This design comes from an exercise in tuning for small area and a short achievable clock period on the open sky130 flow, not from production work.
RTL that was checked went through simulation tests only; none was proved equivalent to the original.
The clock input has no modelled driver; a real chip could not lean on it and would need a root buffer or a full tree.
Power is estimated from default activity; no workload was simulated.

Setup of v45:
==> flow/design.v <==
module stopwatch_01(clk,rst,key_reset,key_start_pasue,key_display_stop,hex0,hex1,hex2,hex3,hex4,hex5,hex6,hex7,led0,led1,led2,led3);
	input		clk,rst,key_reset,key_start_pasue,key_display_stop;
	output [6:0]	hex0,hex1,hex2,hex3,hex4,hex5,hex6,hex7;
	output	led0,led1,led2,led3;
	assign	led3 = 1'b0;
	reg	[1:0]	pre;
	wire	tick = pre[1];
	reg	[5:0]	hold_s, hold_d, hold_r;
	reg	start, freeze, cleared;
	reg	[3:0]	t0, t1, t2, t4, t6, t7;
	reg	[2:0]	t3, t5;
	reg	[3:0]	s0, s1, s2, s4, s6, s7;
	reg	[2:0]	s3, s5;
	wire	at50_s = hold_s[5] & hold_s[4] & hold_s[1];
	wire	at50_d = hold_d[5] & hold_d[4] & hold_d[1];
	wire	at50_r = hold_r[5] & hold_r[4] & hold_r[1];
	wire	push_s = tick & ~key_start_pasue;
	wire	push_d = tick & ~key_display_stop;
	wire	push_r = tick & ~key_reset;
	wire	fire_s = push_s & at50_s;
	wire	fire_d = push_d & at50_d;
	wire	fire_r = push_r & at50_r;
	wire	start_n  = start ^ fire_s;
	wire	freeze_n = freeze ^ fire_d;
	wire	clr = rst | fire_r;
	wire	n0 = t0[3] & t0[0];
	wire	n1 = t1[3] & t1[0];
	wire	n2 = t2[3] & t2[0];
	wire	n3 = t3[2] & t3[0];
	wire	n4 = t4[3] & t4[0];
	wire	n5 = t5[2] & t5[0];
	wire	n6 = t6[3] & t6[0];
	wire	c0 = tick & start_n;
	wire	c1 = c0 & n0;
	wire	c2 = c1 & n1;
	wire	c3 = c2 & n2;
	wire	c4 = c3 & n3;
	wire	c5 = c4 & n4;
	wire	c6 = c5 & n5;
	wire	c7 = c6 & n6;
	function [3:0] inc10;
		input [3:0] d;
		inc10 = {(d[3] & ~d[0]) | (d[2] & d[1] & d[0]), d[2] ^ (d[1] & d[0]), (d[1] ^ d[0]) & ~d[3], ~d[0]};
	endfunction
	function [2:0] inc6;
		input [2:0] d;
		inc6 = {(d[2] & ~d[0]) | (d[1] & d[0]), (d[1] ^ d[0]) & ~d[2], ~d[0]};
	endfunction
	wire	[3:0]	t0_n = clr ? 4'd0 : c0 ? inc10(t0) : t0;
	wire	[3:0]	t1_n = clr ? 4'd0 : c1 ? inc10(t1) : t1;
	wire	[3:0]	t2_n = clr ? 4'd0 : c2 ? inc10(t2) : t2;
	wire	[2:0]	t3_n = clr ? 3'd0 : c3 ? inc6(t3)  : t3;
	wire	[3:0]	t4_n = clr ? 4'd0 : c4 ? inc10(t4) : t4;
	wire	[2:0]	t5_n = clr ? 3'd0 : c5 ? inc6(t5)  : t5;
	wire	[3:0]	t6_n = clr ? 4'd0 : c6 ? inc10(t6) : t6;
	wire	[3:0]	t7_n = clr ? 4'd0 : c7 ? t7 + 4'd1 : t7;
	wire	load = clr | ~freeze_n;
	always @(posedge clk) begin
		pre[0] <= ~rst & ~pre[0] & ~pre[1];
		pre[1] <= ~rst & pre[0];
		hold_s <= rst ? 6'd0 : push_s ? (at50_s ? 6'd0 : hold_s + 6'd1) : hold_s;
		hold_d <= rst ? 6'd0 : push_d ? (at50_d ? 6'd0 : hold_d + 6'd1) : hold_d;
		hold_r <= rst ? 6'd0 : push_r ? (at50_r ? 6'd0 : hold_r + 6'd1) : hold_r;
		start   <= ~rst & start_n;
		freeze  <= ~rst & freeze_n;
		cleared <= ~rst & (cleared | fire_r);
		t0 <= t0_n; t1 <= t1_n; t2 <= t2_n; t3 <= t3_n;
		t4 <= t4_n; t5 <= t5_n; t6 <= t6_n; t7 <= t7_n;
		if (load) begin
			s0 <= t0_n; s1 <= t1_n; s2 <= t2_n; s3 <= t3_n;
			s4 <= t4_n; s5 <= t5_n; s6 <= t6_n; s7 <= t7_n;
		end
	end
	assign	led0 = start;
	assign	led1 = cleared;
	assign	led2 = freeze;
	seg10	u0(s0, hex0);
	seg10	u1(s1, hex1);
	seg10	u2(s2, hex2);
	seg10	u3({1'b0, s3}, hex3);
	seg10	u4(s4, hex4);
	seg10	u5({1'b0, s5}, hex5);
	seg10	u6(s6, hex6);
	sevenseg	u7(s7, hex7);
endmodule
module seg10(data, ledsegments);
	input	[3:0]	data;
	output	[6:0]	ledsegments;
	wire	b3 = data[3], b2 = data[2], b1 = data[1], b0 = data[0];
	wire	a = b3 | b1 | (b2 & b0) | (~b2 & ~b0);
	wire	b = ~b2 | (b1 & b0) | (~b1 & ~b0);
	wire	c = b2 | ~b1 | b0;
	wire	d = b3 | (~b2 & ~b0) | (b1 & ~b0) | (~b2 & b1) | (b2 & ~b1 & b0);
	wire	e = (~b2 & ~b0) | (b1 & ~b0);
	wire	f = b3 | (~b1 & ~b0) | (b2 & ~b1) | (b2 & ~b0);
	wire	g = b3 | (~b2 & b1) | (b2 & ~b1) | (b1 & ~b0);
	assign	ledsegments = ~{g, f, e, d, c, b, a};
endmodule
module sevenseg(data,ledsegments);
	input	[3:0]	data;
	output	[6:0]	ledsegments;
	wire	[6:0]	lit;
	seg10	u(data, lit);
	wire	blank = data[3] & (data[2] | data[1]);
	assign	ledsegments = lit | {7{blank}};
endmodule
==> flow/config.mk <==
export PLATFORM = sky130hd
export DESIGN_NAME = stopwatch_01
export DESIGN_NICKNAME = stopwatch_01
export VERILOG_FILES = /design/flow/design.v
export SDC_FILE = /design/flow/constraint.sdc
export NUM_CORES = 4
export LEC_CHECK = 0
export ABC_AREA = 1
export CAP_MARGIN = 20
export CORE_MARGIN = 2
export CORE_UTILIZATION = 45
export SETUP_SLACK_MARGIN = 2.7
export SLEW_MARGIN = 20
export BUFFER_PORTS_ARGS = -buffer_cell sky130_fd_sc_hd__buf_1
==> flow/constraint.sdc <==
create_clock -name core_clock -period 5.0 [get_ports {clk}]
set_input_delay 1.0000 -clock core_clock [delete_from_list [all_inputs] [get_ports {clk}]]
set_output_delay 1.0000 -clock core_clock [all_outputs]
set_load 0.01 [all_outputs]
standard.sh (not shown) runs the stock make flow with config.mk's settings and CLKGATE_MAP_FILE= SYNTH_SCRIPT=/design/flow/synth_recipe.tcl, a recipe that flattens the netlist after the stock synthesis.
==> flow/flow/run.sh <==
#!/bin/bash
# Standard ORFS layout, with the port buffers inserted as small buf_1 cells
# instead of the default pick. All tool output goes to flow_make.log.
set -euo pipefail
cat >> config.mk <<'MK'
export BUFFER_PORTS_ARGS = -buffer_cell sky130_fd_sc_hd__buf_1
MK
bash standard.sh > flow_make.log 2>&1
v45: no failed stages, no open violations at the end
The following lists how v47 was set up differently from v45:
- changing CORE_UTILIZATION from 45 to 50
- removing SETUP_SLACK_MARGIN (formerly 2.7)
[summary]
- Worst setup path startpoint = key_reset: v47; worst setup path startpoint = s0[1]: v45
- Capturing instance or port of the critical path: s4[0] -> v47, hex0[0] -> v45
- Critical path depth (lower): v45
- Summary of the comparison: total power is higher in v47, relative to v45.
- Cmp v45 and v47 / total area of multi-input combinational cells / lower: v47
[inputs] v44 vs v47
- an added CTS_BUF_LIST of sky130_fd_sc_hd__clkbuf_16
- an added CTS_CLUSTER_DIAMETER of 500
- an added CTS_CLUSTER_SIZE of 100
### Flow results
- Register-to-register slack: lower on v47
- v44 packs its core more tightly than v47.
- Relative to v47, the final cell area reported for v44 is higher.
- Looking at wire length of the first global-routing pass across v44 and v47, the one that comes out higher is v44.
- Compared to v47, v44 shows a narrower setup margin.
- Hold slack was higher in v47 than in v44.
- v44 finished end to end and its layout was clean on timing, DRC and antenna.
- Between v44 and v47, global-route usage is higher for v44, v47 comes in under that.
- v44 vs. v47: sequential share of cell area went down by 0.93 points.
Modified inputs, v35 compared to v44
- CTS_CLUSTER_SIZE removed (was 100)
- CORE_UTILIZATION changed from 50 to 45
- CTS_CLUSTER_DIAMETER removed (was 500)
- SETUP_SLACK_MARGIN newly set to 2.9
- CTS_BUF_LIST removed (was sky130_fd_sc_hd__clkbuf_16)
==> summary.txt <==
- Detailed-route wire length, v35 and v44, higher one = v35.
- When v35 is set beside v44, its power dissipated by switching net loads turns out to be about 6% larger.
- Of v35 and v44, it is v35 that has the lower fraction of area in registers.
- For the internal power, v35 came in 0.00013 W lower than v44 did.
No run of this note included a check of the RTL's function; only the layout flow was run.

========
Another version of the RTL of stopwatch_01 (not shown whole).
Size: roughly 83 flip-flops, roughly 65 I/O pins, roughly 4000 µm² of cells after synthesis.
clock: 5.0 ns
lec_check: 0
abc_area: 1
cap_margin: 20
core_margin: 2
core_utilization: 50
setup_slack_margin: 3.1
slew_margin: 20
synth_hierarchical: 1
buffer_ports_args: -buffer_cell sky130_fd_sc_hd__buf_1
pre_cts_tcl: /design/flow/flow/cts_pre.tcl
==> flow/flow/run.sh <==
#!/bin/bash
# The standard ORFS layout with two changes:
#  - port buffers are buf_1 cells (BUFFER_PORTS_ARGS),
#  - the clock is buffered by flow/cts_pre.tcl (four clkbuf_16 from the clock
#    port) in place of TritonCTS.
# The make output of the whole flow goes to flow_make.log here; ORFS keeps each
# step's own log under orfs/logs.
set -euo pipefail
here=$(pwd)
cat >> config.mk <<MK
export BUFFER_PORTS_ARGS = -buffer_cell sky130_fd_sc_hd__buf_1
export PRE_CTS_TCL = $here/flow/cts_pre.tcl
MK
bash standard.sh > flow_make.log 2>&1
Other scripts of this flow, unchanged in this note and not shown: flow/flow/clkbuf.tcl, flow/flow/cts_pre.tcl
The starting point ran to the end with no violations.
==> next run, changes <==
SETUP_SLACK_MARGIN = 2.9   (was 3.1)
Clock power barely changes.
Global-route usage goes down by 1.6 points.
Routed wire length goes down by 9.2%.
Core utilization goes down by 7.1 points.
Via count goes down by 4.2%.
Clock skew barely changes.
Maximum frequency goes down by about 8%.
Sequential power is about the same.
==> next run, changes <==
SETUP_SLACK_MARGIN = 3.0   (was 2.9)
Cell count goes up by 0.89%.
Cell area goes up by 2.1%.
Setup slack improves by 0.063 ns.
==> next run, changes <==
ABC_AREA = default   (was 1)
Critical path depth goes down by 1. Cell count goes down by 20%. Via count goes down by 9.9%. Utilization goes up by 9.4 points. Final area goes up by 17%.
No run of this note included a check of the RTL's function; only the layout flow was run. In every run of this note, the design's own scripts or RTL, not TritonCTS, make the clock network.

========
== build 84 ==
Another version of the RTL of stopwatch_01 (not shown whole).
Size: roughly 590 cells after synthesis, roughly 65 I/O pins.
export LEC_CHECK = 0
export ABC_AREA = 1
export CAP_MARGIN = 20
export CORE_MARGIN = 2
export CORE_UTILIZATION = 50
export SETUP_SLACK_MARGIN = 2.8
export SLEW_MARGIN = 20
export SYNTH_HIERARCHICAL = 1
export BUFFER_PORTS_ARGS = -buffer_cell sky130_fd_sc_hd__buf_1
export PRE_CTS_TCL = /design/flow/flow/cts_pre.tcl
create_clock -name core_clock -period 5.0 [get_ports {clk}]
==> flow/flow/clkbuf.tcl <==
# Clock buffering used in place of TritonCTS: the clock port drives a few
# clock buffers, each driving the flip-flops of one region of the die; the
# regions split the sinks into equal groups, first by x and then by y.
proc clk_split {keyed parts axis} {
  if {$parts <= 1} { return [list $keyed] }
  set keyed [lsort -integer -index $axis $keyed]
  set half [expr {[llength $keyed] / 2}]
  set sub [expr {$parts / 2}]
  set other [expr {1 - $axis}]
  return [concat [clk_split [lrange $keyed 0 [expr {$half - 1}]] $sub $other] \
                 [clk_split [lrange $keyed $half end] $sub $other]]
}

proc insert_clock_buffers {nbuf master_name} {
  set block [ord::get_db_block]
  set db [ord::get_db]
  set clknet [$block findNet clk]
  set master [$db findMaster $master_name]
  set keyed {}
  foreach it [$clknet getITerms] {
    set loc [[$it getInst] getLocation]
    lappend keyed [list [lindex $loc 0] [lindex $loc 1] $it]
  }
  set b 0
  foreach slice [clk_split $keyed $nbuf 0] {
    if {[llength $slice] == 0} continue
    set sx 0; set sy 0
    foreach k $slice { set sx [expr {$sx + [lindex $k 0]}]; set sy [expr {$sy + [lindex $k 1]}] }
    set cx [expr {int($sx / [llength $slice])}]
    set cy [expr {int($sy / [llength $slice])}]
    set inst [odb::dbInst_create $block $master "clkroot_buf_$b"]
    set net [odb::dbNet_create $block "clkroot_net_$b"]
    $net setSigType CLOCK
    foreach k $slice {
      set it [lindex $k 2]
      $it disconnect
      $it connect $net
    }
    [$inst findITerm A] connect $clknet
    [$inst findITerm X] connect $net
    $inst setLocation $cx $cy
    $inst setPlacementStatus PLACED
    incr b
  }
}
==> flow/flow/cts_pre.tcl <==
# Runs at the start of ORFS's CTS step (PRE_CTS_TCL). Instead of TritonCTS's
# two-level tree, the clock port drives four clkbuf_16 cells, each driving the
# flip-flops of one quarter of the die (sinks split by x), so every register's
# clock arrives through one buffer with no deliberate skew.
source [file join [file dirname [info script]] clkbuf.tcl]
insert_clock_buffers 4 sky130_fd_sc_hd__clkbuf_16
rename clock_tree_synthesis tritoncts_unused
proc clock_tree_synthesis {args} {
  set_propagated_clock [all_clocks]
}
Scripts as last shown in full above: flow/flow/run.sh
Looking at the reports, build 84 completed the entire flow and the layout it produced met the timing, design-rule and antenna checks.
diff inputs: build 84 => build 32
- a change of SETUP_SLACK_MARGIN from 2.8 to 3.0
### Flow results
- Run comparison: build 84 critical path start-end classification input port to flop; build 32 critical path start-end classification flop to output port
- Per the comparison of build 32 with build 84, routed wire length on met2 higher; count of fill cells added during filler insertion lower; share of total power in combinational logic higher; least setup slack across all paths after layout higher.
- Build 84 vs build 32, worst-path cell with the longest stage delay: buf_1 vs dfxtp_2
For build 22, these inputs were changed with respect to build 32:
- SETUP_SLACK_MARGIN changed from 3.0 to 2.7
Findings:
Build 22 reached the final stage; the timing, design-rule and antenna checks on its layout passed.
Taking build 32 as the reference, in build 22 area overhead of the layout relative to synthesis decreased by 8.2 points relative to the old numbers, count of routing violations after the opening detailed-route iteration lower, global-route usage moved down, via count decreased 105.
In build 22, the number of vias per cell came out 1.5% below the value in build 32.
Between build 22 and build 32, routed wire length is lower for build 22, build 32 comes in above that.
Build 22 ended with less first-pass GRT wire length than build 32.
Compared with build 32, in build 22 share of power burned in combinational logic dropped 0.7 points, final standard cell area without fillers dropped 6.9%, met2 usage in global routing dropped 1.6 points.
Setup changes, build 22 to build 47
- SETUP_SLACK_MARGIN changed from 2.7 to 2.9
==> comparison <==
First element of the critical path = rst: build 22; first element of the critical path = s7[2]$_DFF_P_: build 47
Build 22 reports its capture point of the worst path as s1[3]$_DFF_P_ while build 47 reports hex7[2].
On setup slack: between build 47 and build 22, it ends up lower for build 22.
Compared with build 22, build 47 shows a lower total number of cells along the worst setup path.
Per the comparison of build 47 with build 22, worst-case headroom to the max-slew limit about even; routed wire length went up.
No run of this note takes its clock network from TritonCTS; it comes from the design's own scripts or RTL.

========
Another version of the RTL of stopwatch_01 (not shown whole).
For scale: about 570 cells after synthesis, about 83 flip-flops, roughly 65 I/O pins, roughly 0.0037 mm² of cells after synthesis.
Settings: LEC_CHECK=0, ABC_AREA=1, CAP_MARGIN=20, CORE_MARGIN=2, CORE_UTILIZATION=50, SETUP_SLACK_MARGIN=2.95, SLEW_MARGIN=20, SYNTH_HIERARCHICAL=1, BUFFER_PORTS_ARGS=-buffer_cell sky130_fd_sc_hd__buf_1, PRE_CTS_TCL=/design/flow/flow/cts_pre.tcl; clock period 5.0 ns.
==> flow/flow/run.sh <==
#!/bin/bash
# The standard ORFS layout with two changes:
#  - port buffers are buf_1 cells (BUFFER_PORTS_ARGS),
#  - the clock is buffered by flow/cts_pre.tcl (three clkbuf_16 from the clock
#    port) in place of TritonCTS.
# The make output of the whole flow goes to flow_make.log here; ORFS keeps each
# step's own log under orfs/logs.
set -euo pipefail
here=$(pwd)
cat >> config.mk <<MK
export BUFFER_PORTS_ARGS = -buffer_cell sky130_fd_sc_hd__buf_1
export PRE_CTS_TCL = $here/flow/cts_pre.tcl
MK
bash standard.sh > flow_make.log 2>&1
==> flow/flow/clkbuf.tcl <==
# Clock buffering used in place of TritonCTS: the clock port drives a few
# clock buffers, each driving the flip-flops of one region of the die; the
# regions split the sinks into equal groups, first by x and then by y.
proc clk_split {keyed parts axis} {
  if {$parts <= 1} { return [list $keyed] }
  set keyed [lsort -integer -index $axis $keyed]
  set lo [expr {$parts / 2}]
  set hi [expr {$parts - $lo}]
  set cut [expr {([llength $keyed] * $lo) / $parts}]
  set other [expr {1 - $axis}]
  return [concat [clk_split [lrange $keyed 0 [expr {$cut - 1}]] $lo $other] \
                 [clk_split [lrange $keyed $cut end] $hi $other]]
}

proc insert_clock_buffers {nbuf master_name} {
  set block [ord::get_db_block]
  set db [ord::get_db]
  set clknet [$block findNet clk]
  set master [$db findMaster $master_name]
  set keyed {}
  foreach it [$clknet getITerms] {
    set loc [[$it getInst] getLocation]
    lappend keyed [list [lindex $loc 0] [lindex $loc 1] $it]
  }
  set b 0
  foreach slice [clk_split $keyed $nbuf 0] {
    if {[llength $slice] == 0} continue
    set sx 0; set sy 0
    foreach k $slice { set sx [expr {$sx + [lindex $k 0]}]; set sy [expr {$sy + [lindex $k 1]}] }
    set cx [expr {int($sx / [llength $slice])}]
    set cy [expr {int($sy / [llength $slice])}]
    set inst [odb::dbInst_create $block $master "clkroot_buf_$b"]
    set net [odb::dbNet_create $block "clkroot_net_$b"]
    $net setSigType CLOCK
    foreach k $slice {
      set it [lindex $k 2]
      $it disconnect
      $it connect $net
    }
    [$inst findITerm A] connect $clknet
    [$inst findITerm X] connect $net
    $inst setLocation $cx $cy
    $inst setPlacementStatus PLACED
    incr b
  }
}
==> flow/flow/cts_pre.tcl <==
# Runs at the start of ORFS's CTS step (PRE_CTS_TCL). Instead of TritonCTS's
# two-level tree, the clock port drives three clkbuf_16 cells, each driving the
# flip-flops of one third of the die (sinks split by x, then y), so every register's
# clock arrives through one buffer with no deliberate skew.
source [file join [file dirname [info script]] clkbuf.tcl]
insert_clock_buffers 3 sky130_fd_sc_hd__clkbuf_16
rename clock_tree_synthesis tritoncts_unused
proc clock_tree_synthesis {args} {
  set_propagated_clock [all_clocks]
}
The starting point went through all stages and came out clean.
Edit:
--- a/flow/flow/run.sh
+++ b/flow/flow/run.sh
@@ -2,5 +2,5 @@
 # The standard ORFS layout with two changes:
 #  - port buffers are buf_1 cells (BUFFER_PORTS_ARGS),
-#  - the clock is buffered by flow/cts_pre.tcl (three clkbuf_16 from the clock
+#  - the clock is buffered by flow/cts_pre.tcl (four clkbuf_16 from the clock
 #    port) in place of TritonCTS.
 # The make output of the whole flow goes to flow_make.log here; ORFS keeps each
--- a/flow/flow/clkbuf.tcl
+++ b/flow/flow/clkbuf.tcl
@@ -5,10 +5,9 @@
   if {$parts <= 1} { return [list $keyed] }
   set keyed [lsort -integer -index $axis $keyed]
-  set lo [expr {$parts / 2}]
-  set hi [expr {$parts - $lo}]
-  set cut [expr {([llength $keyed] * $lo) / $parts}]
+  set half [expr {[llength $keyed] / 2}]
+  set sub [expr {$parts / 2}]
   set other [expr {1 - $axis}]
-  return [concat [clk_split [lrange $keyed 0 [expr {$cut - 1}]] $lo $other] \
-                 [clk_split [lrange $keyed $cut end] $hi $other]]
+  return [concat [clk_split [lrange $keyed 0 [expr {$half - 1}]] $sub $other] \
+                 [clk_split [lrange $keyed $half end] $sub $other]]
 }
 
==> flow/flow/cts_pre.tcl (replaced) <==
# Runs at the start of ORFS's CTS step (PRE_CTS_TCL). Instead of TritonCTS's
# two-level tree, the clock port drives four clkbuf_16 cells, each driving the
# flip-flops of one quarter of the die (sinks split by x), so every register's
# clock arrives through one buffer with no deliberate skew.
source [file join [file dirname [info script]] clkbuf.tcl]
insert_clock_buffers 4 sky130_fd_sc_hd__clkbuf_16
rename clock_tree_synthesis tritoncts_unused
proc clock_tree_synthesis {args} {
  set_propagated_clock [all_clocks]
}
- SETUP_SLACK_MARGIN: 2.95 -> 3.0
Effect: Power increases by a few percent; worst hold slack gets worse by 0.0040 ns; setup slack improves by 0.030 ns; cell count increases slightly.
Edit:
--- a/flow/flow/cts_pre.tcl
+++ b/flow/flow/cts_pre.tcl
@@ -1,5 +1,5 @@
 # Runs at the start of ORFS's CTS step (PRE_CTS_TCL). Instead of TritonCTS's
 # two-level tree, the clock port drives four clkbuf_16 cells, each driving the
-# flip-flops of one quarter of the die (sinks split by x), so every register's
+# flip-flops of one quarter of the die (sinks split by x, then y), so every register's
 # clock arrives through one buffer with no deliberate skew.
 source [file join [file dirname [info script]] clkbuf.tcl]
- SETUP_SLACK_MARGIN: 3.0 -> 2.95
Effect: Final cell count went down by 0.82%. Cell area went down by about 3%. Flip-flop and latch count is unchanged. Routed wire length decreases by 4.6%.
Edit:
- SETUP_SLACK_MARGIN: 2.95 -> 2.9
Result: Total power hardly moves. Setup slack is worse by 0.023 ns. Global-route usage is unchanged. Register-to-register slack is about the same. Cell area shrinks by 0.47%. Maximum frequency falls by 1.2%. Wire length is higher by 0.31%. Final cell count does not change. Area after synthesis does not change.
Edit:
--- a/flow/flow/cts_pre.tcl
+++ b/flow/flow/cts_pre.tcl
@@ -1,5 +1,5 @@
 # Runs at the start of ORFS's CTS step (PRE_CTS_TCL). Instead of TritonCTS's
 # two-level tree, the clock port drives four clkbuf_16 cells, each driving the
-# flip-flops of one quarter of the die (sinks split by x, then y), so every register's
+# flip-flops of one quarter of the die (sinks split by x), so every register's
 # clock arrives through one buffer with no deliberate skew.
 source [file join [file dirname [info script]] clkbuf.tcl]
- SETUP_SLACK_MARGIN: 2.9 -> 2.95
Effect: The new run completed with no timing, DRC or antenna violations. Synthesized cell count does not change. Sequential cell count stays the same. Routed wire length drops by 0.31%. First-iteration DRC count drops by 24%. Via count climbs by 0.67%. Synthesized area is unchanged. Die area is unchanged. Maximum frequency climbs by 1.2%.
In every run of this note, the design's own scripts or RTL, not TritonCTS, make the clock network.

-- port drivers added, routing unchanged --
In the flow no input, the clock included, has a driving cell. The finished layouts below were timed again as built, in two steps.
Step 1 assumes that a clkbuf_16 drives the clock port and a buf_2 every other input.
Step 2 also shifts input and output timing later by t, the mid clock arrival at the registers, as if the neighbouring blocks saw the same clock.
a / b / c = no drivers / after step 1 / after step 2; a / b = the first two.
| run | shift t [ns] | setup WS [ns] | hold slack, ns | worst data-port slew with drivers (ns) | pins driven straight from the clock port |
|---|---|---|---|---|---|
| v45 | 0.370 | 2.473 / 2.440 / 2.417 | 0.418 / 0.418 / 0.418 | 0.03 | 1 |
| v47 | 0.367 | 2.321 / 2.328 / 1.961 | 0.427 / 0.427 / 0.427 | 0.03 | 1 |
| v44 | 0.352 | 2.312 / 2.323 / 1.971 | 0.422 / 0.422 / 0.422 | 0.03 | 1 |
| v35 | 0.394 | 2.477 / 2.443 / 2.394 | 0.416 / 0.416 / 0.416 | 0.06 | 1 |
| the first run of note 2 | 0.222 | 3.132 / 3.067 / 2.939 | 0.413 / 0.413 / 0.413 | 0.09 | 4 |
| the second run of note 2 | 0.222 | 2.969 / 2.958 / 2.804 | 0.412 / 0.412 / 0.412 | 0.05 | 4 |
| the third run of note 2 | 0.222 | 3.032 / 3.003 / 2.866 | 0.412 / 0.412 / 0.412 | 0.06 | 4 |
| the fourth run of note 2 | 0.231 | 2.796 / 2.832 / 2.606 | 0.419 / 0.419 / 0.419 | 0.06 | 4 |
| build 84 | 0.221 | 2.909 / 2.833 / 2.742 | 0.417 / 0.417 / 0.417 | 0.03 | 4 |
| build 32 | 0.222 | 3.031 / 2.957 / 2.901 | 0.417 / 0.417 / 0.417 | 0.04 | 4 |
| build 22 | 0.222 | 2.851 / 2.834 / 2.682 | 0.420 / 0.420 / 0.420 | 0.03 | 4 |
| build 47 | 0.221 | 3.002 / 2.925 / 2.880 | 0.420 / 0.420 / 0.420 | 0.03 | 4 |
| the first run of note 4 | 0.220 | 3.036 / 2.977 / 2.867 | 0.418 / 0.418 / 0.418 | 0.03 | 3 |
| the second run of note 4 | 0.220 | 3.066 / 3.009 / 2.902 | 0.414 / 0.414 / 0.414 | 0.03 | 4 |
| the third run of note 4 | 0.218 | 3.032 / 2.981 / 2.871 | 0.414 / 0.414 / 0.414 | 0.03 | 4 |
| the fourth run of note 4 | 0.220 | 3.009 / 2.955 / 2.847 | 0.414 / 0.414 / 0.414 | 0.03 | 4 |
| the fifth run of note 4 | 0.218 | 3.032 / 2.981 / 2.871 | 0.414 / 0.414 / 0.414 | 0.03 | 4 |
After both steps setup and hold are still met in every run listed. For v47, which loses most, drivers alone change the setup slack by +0.007 ns; drivers and shift together by -0.360 ns.
